Background: an optimization exercise with open tools, aiming at small area and a short achievable clock period. Do not read the settings as production practice. In this exercise RTL edits were held to simulation tests only and were not proved equivalent to the original. Power is estimated from default activity; no workload was simulated.

v35:
// RFCorrelator
module RFCorrelator(bit_stream, clk, reset, Target_Num,
num_1, num_2, num_3, num_4, num_5, num_6, num_7, num_8, num_9, num_10, num_11, num_12, num_13, num_14, num_15, num_16, Out_str);
==> flow/config.mk <==
export PLATFORM = sky130hd
export DESIGN_NAME = RFCorrelator
export DESIGN_NICKNAME = RFCorrelator
export VERILOG_FILES = /design/flow/design.v
export SDC_FILE = /design/flow/constraint.sdc
export NUM_CORES = 4
export LEC_CHECK = 0
export ABC_AREA = 1
export CAP_MARGIN = 20
export CORE_MARGIN = 2
export CORE_UTILIZATION = 60
export CTS_BUF_LIST = sky130_fd_sc_hd__clkbuf_8
export PLACE_DENSITY = 0.75
export SLEW_MARGIN = 20
export SYNTH_HIERARCHICAL = 1
==> flow/constraint.sdc <==
create_clock -name core_clock -period 55.0 [get_ports {clk}]
set_input_delay 11.0000 -clock core_clock [delete_from_list [all_inputs] [get_ports {clk}]]
set_output_delay 11.0000 -clock core_clock [all_outputs]
set_load 0.01 [all_outputs]
standard.sh (not shown) runs the stock make flow with config.mk's settings and CLKGATE_MAP_FILE= SYNTH_SCRIPT=/design/flow/synth_recipe.tcl, a recipe that flattens the netlist after the stock synthesis.
==> flow/flow/run.sh <==
#!/bin/bash
# The standard layout (standard.sh) with two changes:
#  - synthesis maps the logic with ABC scripts of our own (flow/abc_*.script):
#    the pair_min module with flow/abc_pair.script, the argmin_16 module with
#    flow/abc_argmin.script, the rest with flow/abc_main.script. Everything
#    else in synthesis is the standard flow's script
#    (synth_recipe.tcl), so the registers are the standard synthesis's.
#  - the port buffers are the smallest buffer (buf_1).
# Each tool's output goes to the ORFS logs under orfs/logs; make's own
# output goes to flow_make.log.
set -euo pipefail
W=$PWD
export MY_ABC_SCRIPT=$W/flow/abc_main.script
export MY_ABC_SEL_SCRIPT=$W/flow/abc_argmin.script
export MY_ABC_PAIR_SCRIPT=$W/flow/abc_pair.script
export BUFFER_PORTS_ARGS="-buffer_cell sky130_fd_sc_hd__buf_1"
cat > $W/my_synth.tcl <<EOF
proc abc {args} {
  set i [lsearch -exact \$args -script]
  if { \$i >= 0 } {
    set a1 \$args
    lset a1 [expr {\$i + 1}] \$::env(MY_ABC_SCRIPT)
    set a2 \$args
    lset a2 [expr {\$i + 1}] \$::env(MY_ABC_SEL_SCRIPT)
    set a3 \$args
    lset a3 [expr {\$i + 1}] \$::env(MY_ABC_PAIR_SCRIPT)
    yosys abc {*}\$a3 pair_min
    yosys abc {*}\$a2 argmin_16
    yosys abc {*}\$a1
    return
  }
  yosys abc {*}\$args
}
source $W/synth_recipe.tcl
EOF
grep -q 'SYNTH_SCRIPT=[^ ]*synth_recipe.tcl' standard.sh
sed "s#SYNTH_SCRIPT=[^ ]*synth_recipe.tcl#SYNTH_SCRIPT=$W/my_synth.tcl#" standard.sh > my_standard.sh
bash my_standard.sh > flow_make.log 2>&1
==> flow/flow/abc_argmin.script <==
strash; dch; map -D 2000; topo; buffer -c; upsize -c; dnsize -c; stime -c
==> flow/flow/abc_main.script <==
strash; dch; map -a; topo; stime -c
==> flow/flow/abc_pair.script <==
strash; dch; map -a; topo; stime -c
## Diff of input files: v26 against v35
Settings: CORE_UTILIZATION changed from 60 to 40; PLACE_DENSITY changed from 0.75 to 0.6.
==> flow/flow/abc_argmin.script <==
strash; dch; map -a; topo; buffer -c; upsize -c; dnsize -c; stime -c
==> flow/flow/abc_pair.script <==
strash; dch; map -a; topo; buffer -c; upsize -c; dnsize -c; stime -c
Notes after the runs:
- The clock skew on v35 is in line with that on v26.
- Compared with v35, in v26 total power saw an increase; final-stage net count saw a decrease.
- Taking v26 as 1.0, v35 lands at 0.818 on die outline height.
Setup changes, v26 to v59
Settings: SLEW_MARGIN now 5, was 20; CAP_MARGIN now 5, was 20.
==> flow/flow/abc_argmin.script <==
strash; dch; map -D 2000; topo; buffer -c; upsize -c; dnsize -c; stime -c
==> flow/flow/abc_pair.script <==
strash; dch; map -a; topo; stime -c
### Flow results
Diff v59..v26 | flip-flop and latch count after synthesis | unchanged. Per the comparison of v59 with v26, utilization comparable, finished layout cell area comparable, via count now larger. Total detailed-routing wirelength in v59 is 1.2 mm above v26. Of v26 and v59, the run reporting the lower clock network contribution to total cell area was v26. v59 vs v26, type of the worst setup path: in -> reg vs reg -> out. In terms of post-detailed-route via-to-cell ratio, v26 and v59 differ only marginally. Via count of the first global-routing pass on v59 is up relative to v26. Summary of v59 over v26: sequential power stayed essentially flat, fraction of the cycle the final worst path needs saw little to no change, multi-input combinational cell count picked up an extra 14.
Relative to v59, the following input files were edited for v23:
Settings: a change of CAP_MARGIN from 5 to 20; a change of SLEW_MARGIN from 5 to 20.
==> flow/flow/abc_argmin.script <==
strash; dch; map -a; topo; buffer -c; upsize -c; dnsize -c; stime -c
--- outcome ---
v23: no failed stages, no open violations at the end. [v23] total met2 wirelength after detailed routing fell 5.2% relative to v59. v23: cell total after placement is 16 lower than what v59 reported. Cell area is higher on v59.

* * *

RFCorrelator again, from the RTL that the note above started with.
export LEC_CHECK = 0
export ABC_AREA = 1
export CAP_MARGIN = 20
export CORE_MARGIN = 2
export CORE_UTILIZATION = 40
export CTS_BUF_LIST = sky130_fd_sc_hd__clkbuf_8
export PLACE_DENSITY = 0.6
export SLEW_MARGIN = 20
export SYNTH_HIERARCHICAL = 1
create_clock -name core_clock -period 55.0 [get_ports {clk}]
==> flow/flow/abc_argmin.script <==
strash; dch; map -D 2000; topo; buffer -c; upsize -c; dnsize -c; stime -c
==> flow/flow/abc_pair.script <==
strash; dch; map -a; topo; stime -c
Scripts as last shown in full above: flow/flow/run.sh, flow/flow/abc_main.script
The first run went through all stages and came out clean.
Rerun with:
==> flow/flow/abc_argmin.script (replaced) <==
strash; dch; map -a; topo; buffer -c; upsize -c; dnsize -c; stime -c
--- a/flow/config.mk
+++ b/flow/config.mk
@@ -11,4 +11,6 @@
 export CORE_UTILIZATION = 40
 export CTS_BUF_LIST = sky130_fd_sc_hd__clkbuf_8
+export CTS_CLUSTER_DIAMETER = 80
+export CTS_CLUSTER_SIZE = 30
 export PLACE_DENSITY = 0.6
 export SLEW_MARGIN = 20
Result: The new run finished clean. Worst setup slack gains 0.040 ns. Power fell by 1.7%. Design area goes down by 0.52%. Die area shrinks by 0.54%. Register-to-register slack improved by 0.06 ns.
Rerun with:
==> flow/flow/abc_argmin.script (replaced) <==
strash; dch; map -D 2000; topo; buffer -c; upsize -c; dnsize -c; stime -c
==> flow/flow/abc_pair.script (replaced) <==
strash; dch; map -a; topo; buffer -c; upsize -c; dnsize -c; stime -c
--- a/flow/config.mk
+++ b/flow/config.mk
@@ -11,6 +11,4 @@
 export CORE_UTILIZATION = 40
 export CTS_BUF_LIST = sky130_fd_sc_hd__clkbuf_8
-export CTS_CLUSTER_DIAMETER = 80
-export CTS_CLUSTER_SIZE = 30
 export PLACE_DENSITY = 0.6
 export SLEW_MARGIN = 20
Outcome: The changed run produced a clean layout; sequential share of layout area came out lower by 0.12 points; non-clock buffer count does not change; total power rose by a few percent; die area climbs slightly; synthesized area rose slightly; critical path depth stays the same; via count increases slightly; core utilization barely changes.
Rerun with:
==> flow/flow/abc_argmin.script (replaced) <==
strash; dch; map -a; topo; buffer -c; upsize -c; dnsize -c; stime -c
==> flow/flow/abc_pair.script (replaced) <==
strash; dch; map -a; topo; stime -c
--- a/flow/config.mk
+++ b/flow/config.mk
@@ -9,7 +9,7 @@
 export CAP_MARGIN = 20
 export CORE_MARGIN = 2
-export CORE_UTILIZATION = 40
+export CORE_UTILIZATION = 45
 export CTS_BUF_LIST = sky130_fd_sc_hd__clkbuf_8
-export PLACE_DENSITY = 0.6
+export PLACE_DENSITY = 0.5
 export SLEW_MARGIN = 20
 export SYNTH_HIERARCHICAL = 1
After rerunning: The new run produced a clean layout. Clock power goes down by 2.5%. Clock skew barely changes. Via count went down by 2.6%. Final area drops by 1.3%. Setup slack degrades by 0.084 ns. Global-route usage is higher by 3.1 points. Non-clock buffer count goes up by 1. Synthesized cell count came out lower by 1.6%.
Rerun with:
==> flow/flow/abc_argmin.script (replaced) <==
strash; dch; map -D 2000; topo; buffer -c; upsize -c; dnsize -c; stime -c
--- a/flow/config.mk
+++ b/flow/config.mk
@@ -9,7 +9,6 @@
 export CAP_MARGIN = 20
 export CORE_MARGIN = 2
-export CORE_UTILIZATION = 45
-export CTS_BUF_LIST = sky130_fd_sc_hd__clkbuf_8
-export PLACE_DENSITY = 0.5
+export CORE_UTILIZATION = 40
+export PLACE_DENSITY = 0.6
 export SLEW_MARGIN = 20
 export SYNTH_HIERARCHICAL = 1
Combinational power is about the same. Wire length climbs by 4.7%. Setup slack is worse by 0.086 ns. Total power climbs by 4.3%.

[what the ideal ports hide]
In the flow no input, the clock included, has a driving cell. The finished layouts below were timed again as built, in two steps. Step 1 assumes that a clkbuf_16 drives the clock port and a buf_2 every other input. Step 2 moves the port delays by t, midway between the first and last clock arrival at a register: inputs arrive t later, outputs are due t later. That takes back most of the time a late clock gives input paths. a / b / c = no drivers / after step 1 / after step 2; a / b = the first two.
run	t (ns)	setup slack, ns	worst setup path at the end	clock arrival spread, ns
v35	0.487	39.557 / 39.582 / 39.094	input to register	0.022 / 0.023
v26	0.495	39.816 / 39.769 / 39.403	input to register	0.025 / 0.025
v59	0.506	39.754 / 39.777 / 39.271	input to register	0.017 / 0.017
v23	0.519	39.799 / 39.810 / 39.310	input to register	0.021 / 0.020
the first run of note 2	0.506	39.760 / 39.783 / 39.277	input to register	0.018 / 0.018
the second run of note 2	0.519	39.799 / 39.810 / 39.310	input to register	0.021 / 0.020
the third run of note 2	0.516	39.867 / 39.892 / 39.376	input to register	0.020 / 0.020
the fourth run of note 2	0.499	39.783 / 39.808 / 39.309	input to register	0.021 / 0.021
the fifth run of note 2	0.481	39.697 / 39.725 / 39.244	input to register	0.015 / 0.014
After both steps setup and hold are still met in every run listed. The setup slack of the third run of note 2, which loses most, moves by +0.025 ns with the drivers and by -0.491 ns with both steps.
